What follows belongs to an exercise in optimizing a design on an open flow for small area, a short achievable clock period and few clock cycles; a production flow would make more cautious choices.

## v6
==> flow/design.v <==
module sign_extend(
	input [15:0] imm,
	output [31:0] ext
);
assign ext = {{16{imm[15]}}, imm};
endmodule
module reg_file(
	input clk,
	input [31:0] r0_sel,
	input [31:0] r1_sel,
	input [31:0] r2_sel,
	input [4:0] r3_addr,
	input [31:0] r3_din,
	input r3_wr,
	output reg [5:0] r0_dout,
	output reg [31:0] r1_dout,
	output reg [31:0] r2_dout
);
reg [31:0] rf [0:31];
integer i;
always @(posedge clk)
	if (r3_wr)
		rf[r3_addr] <= r3_din;
always @(*) begin
	r0_dout = 6'd0;
	r1_dout = 32'd0;
	r2_dout = 32'd0;
	for (i = 0; i < 32; i = i + 1) begin
		r0_dout = r0_dout | ({6{r0_sel[i]}} & rf[i][5:0]);
		r1_dout = r1_dout | ({32{r1_sel[i]}} & rf[i]);
		r2_dout = r2_dout | ({32{r2_sel[i]}} & rf[i]);
	end
end
endmodule
module alu(
	input [31:0] alu_a,
	input [31:0] alu_b,
	output [31:0] alu_out,
	output gtz
);
assign alu_out = alu_a + alu_b;
wire zero = ((alu_a ^ alu_b) == {alu_a[30:0] | alu_b[30:0], 1'b0});
assign gtz = ~alu_out[31] & ~zero;
endmodule
module pc(
	input [31:0] word,
	input [5:0] wpc,
	output redir,
	output [5:0] tgt
);
wire is_j = word[31:26] == 6'b000010;
wire is_b = word[31:26] == 6'b000111;
assign redir = is_j | (is_b & word[15]);
assign tgt = is_j ? word[5:0] : wpc + word[5:0] + 6'd1;
endmodule
module cu(
	input [5:0] op,
	output is_add,    
	output is_addi,
	output is_lw,
	output is_sw,
	output is_bgtz
);
assign is_addi = op == 6'b001000;
assign is_add = (op == 6'b000000) | is_addi;
assign is_lw = op == 6'b100011;
assign is_sw = op == 6'b101011;
assign is_bgtz = op == 6'b000111;
endmodule
module top(
	input clk, rst_n,
	output [5:0] mem_raddr,
	input [31:0] mem_rdata,
	output mem_we,
	output [5:0] mem_waddr,
	output [31:0] mem_wdata
);
localparam NB = 4;               
reg [5:0]  raddr_q;      
reg        ra_fetch;     
reg [5:0]  npc;          
reg        fvalid;       
reg [5:0]  fpc;          
reg        fhit;         
reg [NB-1:0] bv;
reg [NB-1:0] bj;         
reg [5:0]  btag [0:NB-1];
reg [5:0]  btgt [0:NB-1];
reg [1:0]  brr;          
reg        svalid;
reg [31:0] sk_word;
reg [5:0]  spc;
reg        sredir;
reg        dvalid;
reg [31:0] ir;
reg [31:0] dsel_a, dsel_b;
reg        fa_q, fb_q;   
reg [5:0]  d_e6;         
reg [31:0] rv;           
reg [5:0]  dpc;
reg        dredir;       
reg        dpend;        
reg [5:0]  dtgt;         
reg        evalid;
reg        e_add, e_lw, e_sw, e_bgtz, e_j, e_pred;
reg [31:0] e_a, e_b;
reg [5:0]  e_maddr;
reg [4:0]  e_dest;
reg [5:0]  e_pc, e_tgt;
reg        we_q;         
reg        lwb;          
reg        kill;         
integer i;
wire       f_redir;
wire [5:0] f_tgt;
pc pd(.word(mem_rdata), .wpc(fpc), .redir(f_redir), .tgt(f_tgt));
wire       s_redir_unused;
wire [5:0] s_tgt;
pc pds(.word(sk_word), .wpc(spc), .redir(s_redir_unused), .tgt(s_tgt));
wire f_isb = mem_rdata[31:26] == 6'b000111;
wire [31:0] sum;
wire        gtz;
alu alu_1(.alu_a(e_a), .alu_b(e_b), .alu_out(sum), .gtz(gtz));
wire e_go = evalid & ~kill;
wire e_lw0 = e_go & e_lw;           
wire        rf_we = (e_go & e_add) | lwb;
wire [31:0] rf_wd = lwb ? mem_rdata : sum;
wire d_add, d_addi, d_lw, d_sw, d_bgtz;
cu dec(.op(ir[31:26]), .is_add(d_add), .is_addi(d_addi), .is_lw(d_lw),
       .is_sw(d_sw), .is_bgtz(d_bgtz));
wire d_j = ir[31:26] == 6'b000010;
wire [4:0] rs = ir[25:21];
wire [4:0] rt = ir[20:16];
wire [31:0] r1, r2;
wire [5:0]  r0;
wire [31:0] nsel_a, nsel_b;      
reg_file register(
	.clk(clk),
	.r0_sel(nsel_a), .r0_dout(r0),
	.r1_sel(dsel_a), .r2_sel(dsel_b),
	.r3_addr(e_dest), .r3_din(rf_wd), .r3_wr(rf_we),
	.r1_dout(r1), .r2_dout(r2)
);
wire [31:0] simm;
sign_extend se(.imm(ir[15:0]), .ext(simm));
wire fwd_a = fa_q;
wire fwd_b = fb_q;
wire [31:0] opa = fwd_a ? rf_wd : r1;
wire [31:0] opb = d_addi ? simm : fwd_b ? rf_wd : r2;
wire [5:0]  maddr_f = sum[5:0] + ir[5:0];
wire [5:0]  maddr_r = d_e6 + ir[5:0];
wire [5:0]  maddr = fwd_a ? maddr_f : maddr_r;
wire dlive = dvalid & ~kill;
wire d_replay = dlive & (d_lw | d_sw) & fwd_a & lwb;
wire dfire = dlive & ~e_lw0 & ~d_replay;
wire flive = fvalid & ~kill;
wire [5:0] e_maddr_m1 = e_maddr - 6'd1;
wire sw_hit = (dvalid & (dpc == e_maddr | dpc == e_maddr_m1)) |
              (svalid & (spc == e_maddr | spc == e_maddr_m1)) |
              (fvalid & (fpc == e_maddr | fpc == e_maddr_m1)) |
              (ra_fetch & (raddr_q == e_maddr | raddr_q == e_maddr_m1)) |
              (e_pc == e_maddr_m1);
wire e_mis = e_go & ((e_bgtz & (gtz ^ e_pred)) | (e_sw & sw_hit));
wire [5:0] e_alt = (e_pred | e_sw) ? e_pc + 6'd1 : e_tgt;
wire [5:0] ra1 = raddr_q + 6'd1;
reg [NB-1:0] bhit, jhit;
reg [5:0]    bsel, jsel;
always @(*) begin
	bsel = 6'd0;
	jsel = 6'd0;
	for (i = 0; i < NB; i = i + 1) begin
		bhit[i] = bv[i] & (btag[i] == raddr_q);
		jhit[i] = bv[i] & bj[i] & (btag[i] == ra1);
		bsel = bsel | ({6{bhit[i]}} & btgt[i]);
		jsel = jsel | ({6{jhit[i]}} & btgt[i]);
	end
end
wire bpred = ra_fetch & (|bhit);
wire [5:0] succ = !ra_fetch ? npc : bpred ? bsel : (|jhit) ? jsel : ra1;
wire req_lw = dfire & d_lw;
wire req_d  = dlive & dpend;
wire req_f  = flive & f_redir & ~fhit;
wire take_d = ~req_lw & req_d;                  
wire take_f = ~req_lw & ~req_d & req_f;
wire [5:0] seq_addr = take_d ? dtgt : take_f ? f_tgt : succ;
wire [5:0] ra_next = req_lw ? maddr : seq_addr;
reg [NB-1:0] bm_pc, bm_st;
always @(*)
	for (i = 0; i < NB; i = i + 1) begin
		bm_pc[i] = bv[i] & (btag[i] == e_pc);
		bm_st[i] = bv[i] & (btag[i] == e_maddr);
	end
wire b_ins = e_go & (e_j | (e_bgtz & gtz));
wire b_del = e_go & e_bgtz & ~gtz;
wire b_any = |bm_pc;
wire d_accept = ~dvalid | dfire;
wire [31:0] d_word = svalid ? sk_word : mem_rdata;    
wire [4:0] d_dest = (ir[31:26] == 6'b000000) ? ir[15:11] : rt;
wire [4:0] dest_next = dfire ? d_dest : e_dest;
wire       we_next = (dfire & d_add) | e_lw0;     
wire [4:0] rs_next = d_accept ? d_word[25:21] : rs;
wire [4:0] rt_next = d_accept ? d_word[20:16] : rt;
wire [31:0] rv_next = rv | ({31'd0, rf_we} << e_dest);
assign nsel_a = (32'd1 << rs_next) & rv_next;
assign nsel_b = (32'd1 << rt_next) & rv_next;
wire [5:0] base_next = (rf_we && e_dest == rs_next) ? rf_wd[5:0] : r0;
wire f_keep = flive & ~take_d;                  
wire f_pt = f_redir | (fhit & f_isb);           
always @(posedge clk or negedge rst_n)
	if (!rst_n) begin
		rv <= 32'd0;
		ra_fetch <= 1'b1;
		npc <= 6'd0;
		fvalid <= 1'b0;
		fhit <= 1'b0;
		svalid <= 1'b0;
		dvalid <= 1'b0;
		dpend <= 1'b0;
		evalid <= 1'b0;
		we_q <= 1'b0;
		lwb <= 1'b0;
		kill <= 1'b0;
		bv <= {NB{1'b0}};
		brr <= 2'd0;
	end else begin
		kill <= e_mis | d_replay;
		lwb <= e_lw0;
		we_q <= dfire & d_sw & ~e_mis;
		evalid <= dfire;
		rv <= rv_next;
		if (req_lw)
			npc <= succ;
		ra_fetch <= e_mis | ~req_lw;
		fvalid <= ra_fetch & ~take_d & ~take_f;
		fhit <= bpred;
		if (kill) begin
			dvalid <= 1'b0;
			svalid <= 1'b0;
			dpend <= 1'b0;
		end else if (d_accept) begin
			if (svalid) begin
				dvalid <= ~take_d;
				dpend <= 1'b0;
				svalid <= f_keep;
			end else begin
				dvalid <= f_keep;
				dpend <= f_keep & req_f & req_lw;
			end
		end else begin
			if (take_d)
				dpend <= 1'b0;
			svalid <= f_keep;
		end
		if (we_q)
			bv <= bv & ~bm_st;
		else if (b_del)
			bv <= bv & ~bm_pc;
		else if (b_ins) begin
			if (!b_any) begin
				bv[brr] <= 1'b1;
				brr <= brr + 2'd1;
			end
		end
	end
always @(posedge clk)
	if (b_ins && !b_any) begin
		btag[brr] <= e_pc;
		btgt[brr] <= e_tgt;
		bj[brr] <= e_j;
	end
always @(posedge clk)
	raddr_q <= !rst_n ? 6'd0 : e_mis ? e_alt : d_replay ? dpc : ra_next;
always @(posedge clk) begin
	fpc <= raddr_q;
	e_pc <= dpc;
	e_tgt <= dtgt;
	e_a <= opa;
	e_b <= opb;
	e_maddr <= maddr;
	e_add <= d_add;
	e_lw <= d_lw;
	e_sw <= d_sw;
	e_bgtz <= d_bgtz;
	e_j <= d_j;
	e_pred <= dredir;
	if (dfire)
		e_dest <= d_dest;
	dsel_a <= nsel_a;
	dsel_b <= nsel_b;
	d_e6 <= base_next;
	fa_q <= we_next & (dest_next == rs_next);
	fb_q <= we_next & (dest_next == rt_next);
	if (d_accept) begin
		if (svalid) begin
			ir <= sk_word;
			dpc <= spc;
			dredir <= sredir;
			dtgt <= s_tgt;
		end else begin
			ir <= mem_rdata;
			dpc <= fpc;
			dredir <= f_pt;
			dtgt <= f_tgt;
		end
	end
	if (svalid ? d_accept : ~d_accept) begin
		sk_word <= mem_rdata;
		spc <= fpc;
		sredir <= f_pt;
	end
end
assign mem_raddr = raddr_q;
assign mem_we = we_q;
assign mem_waddr = e_maddr;
assign mem_wdata = e_b;
endmodule
export LEC_CHECK = 0
export ABC_CLOCK_PERIOD_IN_PS = 3000
export CAP_MARGIN = 20
export CORE_MARGIN = 2
export CORE_UTILIZATION = 25
export PLACE_DENSITY = 0.45
export SETUP_SLACK_MARGIN = 5
export SLEW_MARGIN = 20
create_clock -name core_clock -period 10.0 [get_ports {clk}]
standard.sh (not shown) runs the stock make flow with config.mk's settings and CLKGATE_MAP_FILE= SYNTH_SCRIPT=/design/flow/synth_recipe.tcl, a recipe that flattens the netlist after the stock synthesis.
==> flow/flow/run.sh <==
#!/bin/bash
set -euo pipefail
bash standard.sh synth > synth.log 2>&1
bash standard.sh SETUP_SLACK_MARGIN=6.8 finish > layout.log 2>&1
Setup changes, v6 to v7
--- a/flow/design.v
+++ b/flow/design.v
@@ -7,5 +7,4 @@
 module reg_file(
 	input clk,
-	input [31:0] r0_sel,
 	input [31:0] r1_sel,
 	input [31:0] r2_sel,
@@ -13,5 +12,4 @@
 	input [31:0] r3_din,
 	input r3_wr,
-	output reg [5:0] r0_dout,
 	output reg [31:0] r1_dout,
 	output reg [31:0] r2_dout
@@ -23,9 +21,7 @@
 		rf[r3_addr] <= r3_din;
 always @(*) begin
-	r0_dout = 6'd0;
 	r1_dout = 32'd0;
 	r2_dout = 32'd0;
 	for (i = 0; i < 32; i = i + 1) begin
-		r0_dout = r0_dout | ({6{r0_sel[i]}} & rf[i][5:0]);
 		r1_dout = r1_dout | ({32{r1_sel[i]}} & rf[i]);
 		r2_dout = r2_dout | ({32{r2_sel[i]}} & rf[i]);
@@ -96,5 +92,4 @@
 reg [31:0] dsel_a, dsel_b;
 reg        fa_q, fb_q;   
-reg [5:0]  d_e6;         
 reg [31:0] rv;           
 reg [5:0]  dpc;
@@ -133,9 +128,6 @@
 wire [4:0] rt = ir[20:16];
 wire [31:0] r1, r2;
-wire [5:0]  r0;
-wire [31:0] nsel_a, nsel_b;      
 reg_file register(
 	.clk(clk),
-	.r0_sel(nsel_a), .r0_dout(r0),
 	.r1_sel(dsel_a), .r2_sel(dsel_b),
 	.r3_addr(e_dest), .r3_din(rf_wd), .r3_wr(rf_we),
@@ -148,10 +140,9 @@
 wire [31:0] opa = fwd_a ? rf_wd : r1;
 wire [31:0] opb = d_addi ? simm : fwd_b ? rf_wd : r2;
-wire [5:0]  maddr_f = sum[5:0] + ir[5:0];
-wire [5:0]  maddr_r = d_e6 + ir[5:0];
+wire [5:0]  maddr_f = rf_wd[5:0] + ir[5:0];
+wire [5:0]  maddr_r = r1[5:0] + ir[5:0];
 wire [5:0]  maddr = fwd_a ? maddr_f : maddr_r;
 wire dlive = dvalid & ~kill;
-wire d_replay = dlive & (d_lw | d_sw) & fwd_a & lwb;
-wire dfire = dlive & ~e_lw0 & ~d_replay;
+wire dfire = dlive & ~e_lw0;
 wire flive = fvalid & ~kill;
 wire [5:0] e_maddr_m1 = e_maddr - 6'd1;
@@ -202,7 +193,4 @@
 wire [4:0] rt_next = d_accept ? d_word[20:16] : rt;
 wire [31:0] rv_next = rv | ({31'd0, rf_we} << e_dest);
-assign nsel_a = (32'd1 << rs_next) & rv_next;
-assign nsel_b = (32'd1 << rt_next) & rv_next;
-wire [5:0] base_next = (rf_we && e_dest == rs_next) ? rf_wd[5:0] : r0;
 wire f_keep = flive & ~take_d;                  
 wire f_pt = f_redir | (fhit & f_isb);           
@@ -224,5 +212,5 @@
 		brr <= 2'd0;
 	end else begin
-		kill <= e_mis | d_replay;
+		kill <= e_mis;
 		lwb <= e_lw0;
 		we_q <= dfire & d_sw & ~e_mis;
@@ -270,5 +258,5 @@
 	end
 always @(posedge clk)
-	raddr_q <= !rst_n ? 6'd0 : e_mis ? e_alt : d_replay ? dpc : ra_next;
+	raddr_q <= !rst_n ? 6'd0 : e_mis ? e_alt : ra_next;
 always @(posedge clk) begin
 	fpc <= raddr_q;
@@ -286,7 +274,6 @@
 	if (dfire)
 		e_dest <= d_dest;
-	dsel_a <= nsel_a;
-	dsel_b <= nsel_b;
-	d_e6 <= base_next;
+	dsel_a <= (32'd1 << rs_next) & rv_next;
+	dsel_b <= (32'd1 << rt_next) & rv_next;
 	fa_q <= we_next & (dest_next == rs_next);
 	fb_q <= we_next & (dest_next == rt_next);
### Flow results
Post-cts sizing count for v7: 40 down relative to v6
Re cell count along the critical path: v7 and v6 aren't equal, and the higher value belongs to v6.
Side by side, number of unique standard cell types used by synthesis turned out lower in v7 than in v6.
Number of filler cells placed in the layout in v7 is 425 lower than in v6
Comparing maximum clock frequency for v7 and v6, the smaller number came from v6.
Summary: setup slack on the worst flop-to-flop path, v7 better than v6
Re fraction of the cycle the final worst path needs: v7 is 1.7 points down on v6.
Summary of v7 over v6: worst setup slack saw an increase, synthesized cell count saw a decrease, peak per-stage delay on the critical path saw an increase, non-clock buffer count in the final layout saw a decrease.
Required time at the endpoint of the critical path: v7 vs v6 down 0.13 ns
No functional check of the RTL was part of any run of this note.

[separate check: timing with driven ports]
The flow's constraints put no driver on any port. The routed layouts listed below were extracted and timed again, unchanged, in two steps.
Step 1 sets driving cells, clkbuf_16 on the clock port and buf_2 on the other inputs (assumed; they add their load-dependent delay and slew).
Step 2 times the ports against the registers' clock, not the clock port: input delays grow and output delays shrink by t, the midpoint of the rising clock arrivals with the driver on.
Three values: ideal, step 1, step 2; two values: the first two.
run | t (ns) | setup slack, ns | worst setup path at the end
v6 | 0.917 | 6.344 / 6.344 / 5.522 | input to register
v7 | 0.906 | 6.517 / 6.490 / 5.747 | input to register
After both steps setup and hold are still met in every run listed. The setup slack of v6, which loses most, moves by 0.000 ns with the drivers and by -0.822 ns with both steps.
